Context: an optimization exercise on an open-source flow, tuned for small area, a short achievable clock period and few clock cycles per item. The choices shown serve that exercise and are no tape-out recipe. The RTL was checked by simulation tests, not by an equivalence proof against the original design.

// systolic_array
module systolic_array #(
    parameter DATAWIDTH = 16,
    parameter N_SIZE = 4
) (
    input clk, rst_n,
    input valid_in,
    input [N_SIZE*DATAWIDTH-1:0] matrix_a_in,  
    input [N_SIZE*DATAWIDTH-1:0] matrix_b_in,  
    output reg valid_out,
    output [N_SIZE*DATAWIDTH*2-1:0] matrix_out  
);
Size in the first run: roughly 260 I/O pins, roughly 52000 um2 of cells after synthesis.
==> flow/config.mk <==
export PLATFORM = sky130hd
export DESIGN_NAME = systolic_array
export DESIGN_NICKNAME = systolic_array
export VERILOG_FILES = /design/flow/design.v
export SDC_FILE = /design/flow/constraint.sdc
export NUM_CORES = 8
export LEC_CHECK = 0
export CAP_MARGIN = 20
export CORE_MARGIN = 2
export CORE_UTILIZATION = 40
export SLEW_MARGIN = 20
==> flow/constraint.sdc <==
create_clock -name core_clock -period 10.0 [get_ports {clk}]
set_input_delay 2.0000 -clock core_clock [delete_from_list [all_inputs] [get_ports {clk}]]
set_output_delay 2.0000 -clock core_clock [all_outputs]
set_load 0.01 [all_outputs]
standard.sh (not shown) runs the stock make flow with config.mk's settings and CLKGATE_MAP_FILE= SYNTH_SCRIPT=/design/flow/synth_recipe.tcl, a recipe that flattens the netlist after the stock synthesis.
==> flow/flow/run.sh <==
#!/bin/bash
# Layout flow: the standard ORFS flow (standard.sh) with three changes:
#  - after the standard synthesis, flow/fixpol.py removes most of the inverters that
#    Yosys' full-adder extraction leaves between full adders (each full adder may be used
#    in its inverted form, since FA(~a,~b,~c) = ~FA(a,b,c)); registers are not touched;
#  - the repair steps aim for a larger setup slack margin, so that the paths end well
#    below the 10 ns clock period; the SDC and the period are the standard flow's own;
#  - port buffers are buf_2, and the clock tree uses larger sink clusters.
set -euo pipefail
R=orfs/results/sky130hd/systolic_array/base
ARGS="SETUP_SLACK_MARGIN=6.6 CORE_UTILIZATION=65 CTS_CLUSTER_SIZE=30 CTS_CLUSTER_DIAMETER=60"
bash standard.sh synth > standard_synth.log 2>&1
cp $R/1_2_yosys.v $R/1_2_yosys.standard.v
python3 flow/fixpol.py $R/1_2_yosys.standard.v $R/1_2_yosys.v > fixpol.log 2>&1
bash standard.sh $ARGS BUFFER_PORTS_ARGS='-buffer_cell sky130_fd_sc_hd__buf_2' PRE_RESIZE_TCL=$PWD/flow/pre_resize.tcl finish > standard_flow.log 2>&1
==> flow/flow/pre_resize.tcl <==
set_max_fanout 20 [current_design]
Other scripts of this flow, unchanged in this note and not shown: flow/flow/fixpol.py
Testbench counts at the start, summed over its fixed seeds: cycles 14,592, matrices 768.
Edit:
--- a/flow/flow/run.sh
+++ b/flow/flow/run.sh
@@ -14,2 +14,2 @@
 python3 flow/fixpol.py $R/1_2_yosys.standard.v $R/1_2_yosys.v > fixpol.log 2>&1
-bash standard.sh $ARGS BUFFER_PORTS_ARGS='-buffer_cell sky130_fd_sc_hd__buf_2' PRE_RESIZE_TCL=$PWD/flow/pre_resize.tcl finish > standard_flow.log 2>&1
+bash standard.sh $ARGS BUFFER_PORTS_ARGS='-buffer_cell sky130_fd_sc_hd__buf_2' finish > standard_flow.log 2>&1
removed: flow/flow/pre_resize.tcl
Result:
- routed wire length goes down by about 9%
- setup slack gains 0.069 ns
- final cell count goes down by 2.2%
- critical path depth goes down by 4
- synthesized area is unchanged
- clock skew barely changes
- die area stays the same
- sequential share of layout area goes up by 1.6 points
- first-iteration DRC count goes down by about 26%
Edit:
--- a/flow/flow/run.sh
+++ b/flow/flow/run.sh
@@ -10,3 +10,3 @@
 R=orfs/results/sky130hd/systolic_array/base
-ARGS="SETUP_SLACK_MARGIN=6.6 CORE_UTILIZATION=65 CTS_CLUSTER_SIZE=30 CTS_CLUSTER_DIAMETER=60"
+ARGS="SETUP_SLACK_MARGIN=6.8 CORE_UTILIZATION=65 CTS_CLUSTER_SIZE=30 CTS_CLUSTER_DIAMETER=60"
 bash standard.sh synth > standard_synth.log 2>&1
After rerunning: Synthesized cell count does not change. Flip-flop and latch count does not change. Cell count is higher by 1.0%. Hold slack is worse by 0.015 ns.
Edit:
--- a/flow/flow/run.sh
+++ b/flow/flow/run.sh
@@ -10,3 +10,3 @@
 R=orfs/results/sky130hd/systolic_array/base
-ARGS="SETUP_SLACK_MARGIN=6.8 CORE_UTILIZATION=65 CTS_CLUSTER_SIZE=30 CTS_CLUSTER_DIAMETER=60"
+ARGS="SETUP_SLACK_MARGIN=6.6 CORE_UTILIZATION=65 CTS_CLUSTER_SIZE=30 CTS_CLUSTER_DIAMETER=60"
 bash standard.sh synth > standard_synth.log 2>&1
@@ -14,2 +14,2 @@
 python3 flow/fixpol.py $R/1_2_yosys.standard.v $R/1_2_yosys.v > fixpol.log 2>&1
-bash standard.sh $ARGS BUFFER_PORTS_ARGS='-buffer_cell sky130_fd_sc_hd__buf_2' finish > standard_flow.log 2>&1
+bash standard.sh $ARGS BUFFER_PORTS_ARGS='-buffer_cell sky130_fd_sc_hd__buf_2' CTS_BUF_LIST='sky130_fd_sc_hd__clkbuf_8 sky130_fd_sc_hd__clkbuf_16' finish > standard_flow.log 2>&1
Synthesized area does not change.
Wire length went down by 13%.
Core utilization went down by 2.4 points.
Global-route usage went down by 1.9 points.
Hold slack gets better by 0.015 ns.
Clock skew hardly moves.
Count of clock-buffer cells in the layout went down by 3.
Non-clock buffer count went down by 67.

* * *

systolic_array, a different RTL version from the one above (not shown whole).
For scale: roughly 4100 cells after synthesis, roughly 260 I/O pins.
clock: 10.0 ns
lec_check: 0
cap_margin: 20
core_margin: 2
core_utilization: 40
slew_margin: 20
==> flow/flow/run.sh <==
#!/bin/bash
# Layout flow: the standard ORFS flow (standard.sh) with three changes:
#  - after the standard synthesis, flow/fixpol.py removes most of the inverters that
#    Yosys' full-adder extraction leaves between full adders (each full adder may be used
#    in its inverted form, since FA(~a,~b,~c) = ~FA(a,b,c)); registers are not touched;
#  - the repair steps aim for a larger setup slack margin, so that the paths end well
#    below the 10 ns clock period; the SDC and the period are the standard flow's own;
#  - port buffers are buf_2, and the clock tree uses larger sink clusters.
set -euo pipefail
R=orfs/results/sky130hd/systolic_array/base
ARGS="SETUP_SLACK_MARGIN=6.6 CORE_UTILIZATION=65 CTS_CLUSTER_SIZE=30 CTS_CLUSTER_DIAMETER=60"
bash standard.sh synth > standard_synth.log 2>&1
cp $R/1_2_yosys.v $R/1_2_yosys.standard.v
python3 flow/fixpol.py $R/1_2_yosys.standard.v $R/1_2_yosys.v > fixpol.log 2>&1
bash standard.sh $ARGS BUFFER_PORTS_ARGS='-buffer_cell sky130_fd_sc_hd__buf_2' finish > standard_flow.log 2>&1
Other scripts of this flow, unchanged in this note and not shown: flow/flow/fixpol.py
The baseline went through all stages and came out clean.
Testbench counts at the start, summed over its fixed seeds: cycles 14,592, matrices 768.
Change:
--- a/flow/flow/run.sh
+++ b/flow/flow/run.sh
@@ -11 +11 @@
-ARGS="SETUP_SLACK_MARGIN=6.6 CORE_UTILIZATION=65 CTS_CLUSTER_SIZE=30 CTS_CLUSTER_DIAMETER=60"
+ARGS="SETUP_SLACK_MARGIN=6.7 CORE_UTILIZATION=65 CTS_CLUSTER_SIZE=30 CTS_CLUSTER_DIAMETER=60"
Effect:
- setup slack gets better by 110 ps
- global-route usage rises by 0.72 points
- design area rises slightly
- critical path depth rises by 1
- core utilization rises by 1.2 points
Change:
--- a/flow/flow/run.sh
+++ b/flow/flow/run.sh
@@ -11 +11 @@
-ARGS="SETUP_SLACK_MARGIN=6.7 CORE_UTILIZATION=65 CTS_CLUSTER_SIZE=30 CTS_CLUSTER_DIAMETER=60"
+ARGS="SETUP_SLACK_MARGIN=6.7 CORE_UTILIZATION=65 CTS_CLUSTER_SIZE=25 CTS_CLUSTER_DIAMETER=80"
After rerunning: Non-clock buffer count increases by 32; global-route usage decreases by 0.21 points; cell area decreases by about 1.1%; synthesized area stays the same; setup slack is worse by 76 ps.
Change:
--- a/flow/flow/run.sh
+++ b/flow/flow/run.sh
@@ -11 +11 @@
-ARGS="SETUP_SLACK_MARGIN=6.7 CORE_UTILIZATION=65 CTS_CLUSTER_SIZE=25 CTS_CLUSTER_DIAMETER=80"
+ARGS="SETUP_SLACK_MARGIN=6.75 CORE_UTILIZATION=65 CTS_CLUSTER_SIZE=30 CTS_CLUSTER_DIAMETER=60"
Effect:
- routed wire length increases by roughly a tenth
- final cell count increases slightly
- hold slack got worse by 8.8 ps
- via count increases by a few percent
- die area does not change
Change:
--- a/flow/flow/run.sh
+++ b/flow/flow/run.sh
@@ -11 +11 @@
-ARGS="SETUP_SLACK_MARGIN=6.75 CORE_UTILIZATION=65 CTS_CLUSTER_SIZE=30 CTS_CLUSTER_DIAMETER=60"
+ARGS="SETUP_SLACK_MARGIN=6.7 CORE_UTILIZATION=65 CTS_CLUSTER_SIZE=30 CTS_CLUSTER_DIAMETER=60"
@@ -15 +15 @@
-bash standard.sh $ARGS BUFFER_PORTS_ARGS='-buffer_cell sky130_fd_sc_hd__buf_2' finish > standard_flow.log 2>&1
+bash standard.sh $ARGS BUFFER_PORTS_ARGS='-buffer_cell sky130_fd_sc_hd__buf_2' CTS_ARGS='-sink_clustering_enable -repair_clock_nets -sink_clustering_size 20 -sink_clustering_max_diameter 50 -sink_clustering_buffer sky130_fd_sc_hd__clkbuf_8' finish > standard_flow.log 2>&1
Final cell count stays flat.
Via count fell by 4.2%.
Sequential share of layout area rose by 0.84 points.
Utilization fell by 2.1 points.
Final area fell by 2.7%.
Clock skew fell by 11 ps.
Change:
--- a/flow/flow/run.sh
+++ b/flow/flow/run.sh
@@ -11 +11 @@
-ARGS="SETUP_SLACK_MARGIN=6.7 CORE_UTILIZATION=65 CTS_CLUSTER_SIZE=30 CTS_CLUSTER_DIAMETER=60"
+ARGS="SETUP_SLACK_MARGIN=6.7 CORE_UTILIZATION=60 CTS_CLUSTER_SIZE=30 CTS_CLUSTER_DIAMETER=60"
@@ -15 +15 @@
-bash standard.sh $ARGS BUFFER_PORTS_ARGS='-buffer_cell sky130_fd_sc_hd__buf_2' CTS_ARGS='-sink_clustering_enable -repair_clock_nets -sink_clustering_size 20 -sink_clustering_max_diameter 50 -sink_clustering_buffer sky130_fd_sc_hd__clkbuf_8' finish > standard_flow.log 2>&1
+bash standard.sh $ARGS BUFFER_PORTS_ARGS='-buffer_cell sky130_fd_sc_hd__buf_2' finish > standard_flow.log 2>&1
First-iteration DRC count is higher by a few percent. Cell area increases slightly. Synthesized area is unchanged. Fmax decreases slightly. Flip-flop and latch count does not change.

* * *

Starting RTL as in the previous note.
==> flow/design.v (excerpt) <==
module systolic_array #(
    parameter DATAWIDTH = 16,
    parameter N_SIZE = 4
) (
    input clk, rst_n,
    input valid_in,
    input [N_SIZE*DATAWIDTH-1:0] matrix_a_in,  
    input [N_SIZE*DATAWIDTH-1:0] matrix_b_in,  
    output reg valid_out,
    output [N_SIZE*DATAWIDTH*2-1:0] matrix_out  
);
    reg [4:0] cnt;
    reg ld;          
    always @(posedge clk or negedge rst_n) begin
        if (!rst_n) begin
            cnt <= 5'd0;
            valid_out <= 1'b0;
            ld <= 1'b1;
        end else begin
            ld <= (cnt == 5'd0) || (cnt == 5'd1) || (cnt == 5'd2) || (cnt == 5'd18);
            if (cnt == 5'd0)
                cnt <= valid_in ? 5'd1 : 5'd0;
            else if (cnt == 5'd18)
                cnt <= 5'd0;
            else
                cnt <= cnt + 5'd1;
            valid_out <= (cnt == 5'd5) || (cnt == 5'd9) || (cnt == 5'd13) || (cnt == 5'd17);
        end
    end
    reg last;
    always @(posedge clk)
        last <= (cnt[1:0] == 2'd0);
    reg [15:0] ra1_0, ra1_1, ra1_2, ra1_3;
    reg [15:0] ra2_0, ra2_1, ra2_2, ra2_3;
    reg [15:0] ra3_0, ra3_1, ra3_2, ra3_3;
    reg [63:0] rb0, rb1, rb2, rb3;
    always @(posedge clk) begin
        ra1_0 <= ld ? matrix_a_in[16 +: 16] : ra1_3;
        ra2_0 <= ld ? matrix_a_in[32 +: 16] : ra2_3;
        ra3_0 <= ld ? matrix_a_in[48 +: 16] : ra3_3;
        rb0 <= ld ? matrix_b_in : rb3;
        ra1_1 <= ra1_0; ra1_2 <= ra1_1; ra1_3 <= ra1_2;
        ra2_1 <= ra2_0; ra2_2 <= ra2_1; ra2_3 <= ra2_2;
        ra3_1 <= ra3_0; ra3_2 <= ra3_1; ra3_3 <= ra3_2;
        rb1 <= rb0; rb2 <= rb1; rb3 <= rb2;
    end
    reg [15:0] asel;
    always @(*) begin
        case (cnt[3:2])
            2'd0: asel = matrix_a_in[15:0];
            2'd1: asel = ra1_3;
            2'd2: asel = ra2_3;
  ...
clock: 10.0 ns
lec_check: 0
cap_margin: 20
core_margin: 2
core_utilization: 40
slew_margin: 20
==> flow/flow/run.sh <==
#!/bin/bash
# Layout flow: the standard ORFS flow (standard.sh) with three changes:
#  - after the standard synthesis, flow/fixpol.py removes most of the inverters that
#    Yosys' full-adder extraction leaves between full adders (each full adder may be used
#    in its inverted form, since FA(~a,~b,~c) = ~FA(a,b,c)); registers are not touched;
#  - the repair steps aim for a larger setup slack margin, so that the paths end well
#    below the 10 ns clock period; the SDC and the period are the standard flow's own;
#  - port buffers are buf_2, and the clock tree uses larger sink clusters.
set -euo pipefail
R=orfs/results/sky130hd/systolic_array/base
ARGS="SETUP_SLACK_MARGIN=6.7 CORE_UTILIZATION=65 CTS_CLUSTER_SIZE=45 CTS_CLUSTER_DIAMETER=50"
bash standard.sh synth > standard_synth.log 2>&1
cp $R/1_2_yosys.v $R/1_2_yosys.standard.v
python3 flow/fixpol.py $R/1_2_yosys.standard.v $R/1_2_yosys.v > fixpol.log 2>&1
bash standard.sh $ARGS BUFFER_PORTS_ARGS='-buffer_cell sky130_fd_sc_hd__buf_2' finish > standard_flow.log 2>&1
Other scripts of this flow, unchanged in this note and not shown: flow/flow/fixpol.py
The baseline finished with timing, DRC and antenna clean.
Testbench counts at the start, summed over its fixed seeds: cycles 14,592, matrices 768.
Edit:
--- a/flow/flow/run.sh
+++ b/flow/flow/run.sh
@@ -10,3 +10,3 @@
 R=orfs/results/sky130hd/systolic_array/base
-ARGS="SETUP_SLACK_MARGIN=6.7 CORE_UTILIZATION=65 CTS_CLUSTER_SIZE=45 CTS_CLUSTER_DIAMETER=50"
+ARGS="SETUP_SLACK_MARGIN=6.7 CORE_UTILIZATION=65 CTS_CLUSTER_SIZE=40 CTS_CLUSTER_DIAMETER=40"
 bash standard.sh synth > standard_synth.log 2>&1
=>
- maximum frequency hardly moves
- cell area is higher slightly
- final cell count rises slightly
Edit:
--- a/flow/flow/run.sh
+++ b/flow/flow/run.sh
@@ -10,3 +10,3 @@
 R=orfs/results/sky130hd/systolic_array/base
-ARGS="SETUP_SLACK_MARGIN=6.7 CORE_UTILIZATION=65 CTS_CLUSTER_SIZE=40 CTS_CLUSTER_DIAMETER=40"
+ARGS="SETUP_SLACK_MARGIN=6.7 CORE_UTILIZATION=65 CTS_CLUSTER_SIZE=30 CTS_CLUSTER_DIAMETER=60"
 bash standard.sh synth > standard_synth.log 2>&1
@@ -14,2 +14,2 @@
 python3 flow/fixpol.py $R/1_2_yosys.standard.v $R/1_2_yosys.v > fixpol.log 2>&1
-bash standard.sh $ARGS BUFFER_PORTS_ARGS='-buffer_cell sky130_fd_sc_hd__buf_2' finish > standard_flow.log 2>&1
+bash standard.sh $ARGS BUFFER_PORTS_ARGS='-buffer_cell sky130_fd_sc_hd__buf_1' finish > standard_flow.log 2>&1
Result:
- maximum frequency goes down by 1.2%
- die area does not change
- final area goes down by 3.5%
- synthesized cell count does not change
Edit:
--- a/flow/flow/run.sh
+++ b/flow/flow/run.sh
@@ -10,3 +10,3 @@
 R=orfs/results/sky130hd/systolic_array/base
-ARGS="SETUP_SLACK_MARGIN=6.7 CORE_UTILIZATION=65 CTS_CLUSTER_SIZE=30 CTS_CLUSTER_DIAMETER=60"
+ARGS="TNS_END_PERCENT=10 SETUP_SLACK_MARGIN=6.7 CORE_UTILIZATION=65 CTS_CLUSTER_SIZE=30 CTS_CLUSTER_DIAMETER=60"
 bash standard.sh synth > standard_synth.log 2>&1
@@ -14,2 +14,2 @@
 python3 flow/fixpol.py $R/1_2_yosys.standard.v $R/1_2_yosys.v > fixpol.log 2>&1
-bash standard.sh $ARGS BUFFER_PORTS_ARGS='-buffer_cell sky130_fd_sc_hd__buf_1' finish > standard_flow.log 2>&1
+bash standard.sh $ARGS BUFFER_PORTS_ARGS='-buffer_cell sky130_fd_sc_hd__buf_2' finish > standard_flow.log 2>&1
Effect: The new run completed with no timing, DRC or antenna violations; non-clock buffer count drops by 54; wire length drops by 7.5%; first-iteration DRC count drops by about 20%; global-route usage drops by 1.2 points; worst setup slack improved by 0.044 ns; sequential share of layout area climbs by 0.56 points; cell count drops by 0.95%; fmax climbs by about 1.3%; area after synthesis is unchanged.
Edit:
--- a/flow/flow/run.sh
+++ b/flow/flow/run.sh
@@ -10,3 +10,3 @@
 R=orfs/results/sky130hd/systolic_array/base
-ARGS="TNS_END_PERCENT=10 SETUP_SLACK_MARGIN=6.7 CORE_UTILIZATION=65 CTS_CLUSTER_SIZE=30 CTS_CLUSTER_DIAMETER=60"
+ARGS="SETUP_SLACK_MARGIN=6.7 CORE_UTILIZATION=65 CTS_CLUSTER_SIZE=30 CTS_CLUSTER_DIAMETER=70"
 bash standard.sh synth > standard_synth.log 2>&1
What happened:
- cell count hardly moves
- routed wire length is higher by a few percent
- final area is higher slightly
- register-to-register slack improved by 0.03 ns
- global-route usage grows by 0.35 points
- non-clock buffer count went up by 58
- count of clock-buffer cells in the layout falls by 18
- worst hold slack improves by 0.011 ns

re-timing with driven ports:
How much do the figures lean on ideal ports? The routed layouts below were timed once more, with nothing changed but the port constraints.
Step 1 sets driving cells, clkbuf_16 on the clock port and buf_2 on the other inputs (assumed; they add their load-dependent delay and slew).
Step 2 also shifts input and output timing later by t, the mid clock arrival at the registers, as if the neighbouring blocks saw the same clock.
a / b / c = no drivers / after step 1 / after step 2; a / b = the first two.
run	t (ns)	setup slack, ns	hold WS [ns]	cell pins on the clock port's net
the first run of note 1	0.708	6.586 / 6.586 / 6.499	0.317 / 0.317 / 0.317	1
the second run of note 1	0.706	6.655 / 6.655 / 6.507	0.324 / 0.324 / 0.324	1
the third run of note 1	0.721	6.084 / 6.084 / 6.084	0.309 / 0.309 / 0.309	1
the fourth run of note 1	0.707	6.653 / 6.653 / 6.508	0.325 / 0.325 / 0.325	1
the first run of note 2	0.724	6.584 / 6.584 / 6.584	0.315 / 0.315 / 0.315	1
the second run of note 2	0.722	6.696 / 6.696 / 6.696	0.315 / 0.315 / 0.315	1
the third run of note 2	0.722	6.621 / 6.621 / 6.621	0.324 / 0.324 / 0.324	1
the fourth run of note 2	0.721	6.575 / 6.575 / 6.575	0.315 / 0.315 / 0.315	1
the fifth run of note 2	0.720	6.684 / 6.684 / 6.684	0.312 / 0.312 / 0.312	1
the sixth run of note 2	0.739	6.663 / 6.663 / 6.663	0.298 / 0.298 / 0.298	1
the first run of note 3	0.751	6.605 / 6.605 / 6.605	0.315 / 0.315 / 0.315	1
the second run of note 3	0.762	6.598 / 6.598 / 6.598	0.321 / 0.321 / 0.321	1
the third run of note 3	0.718	6.557 / 6.557 / 6.557	0.319 / 0.319 / 0.319	1
the fourth run of note 3	0.715	6.601 / 6.601 / 6.601	0.313 / 0.313 / 0.313	1
the fifth run of note 3	0.726	6.634 / 6.634 / 6.634	0.325 / 0.325 / 0.325	1
After both steps setup and hold are still met in every run listed. For the second run of note 1, which loses most, drivers alone change the setup slack by 0.000 ns; drivers and shift together by -0.148 ns.
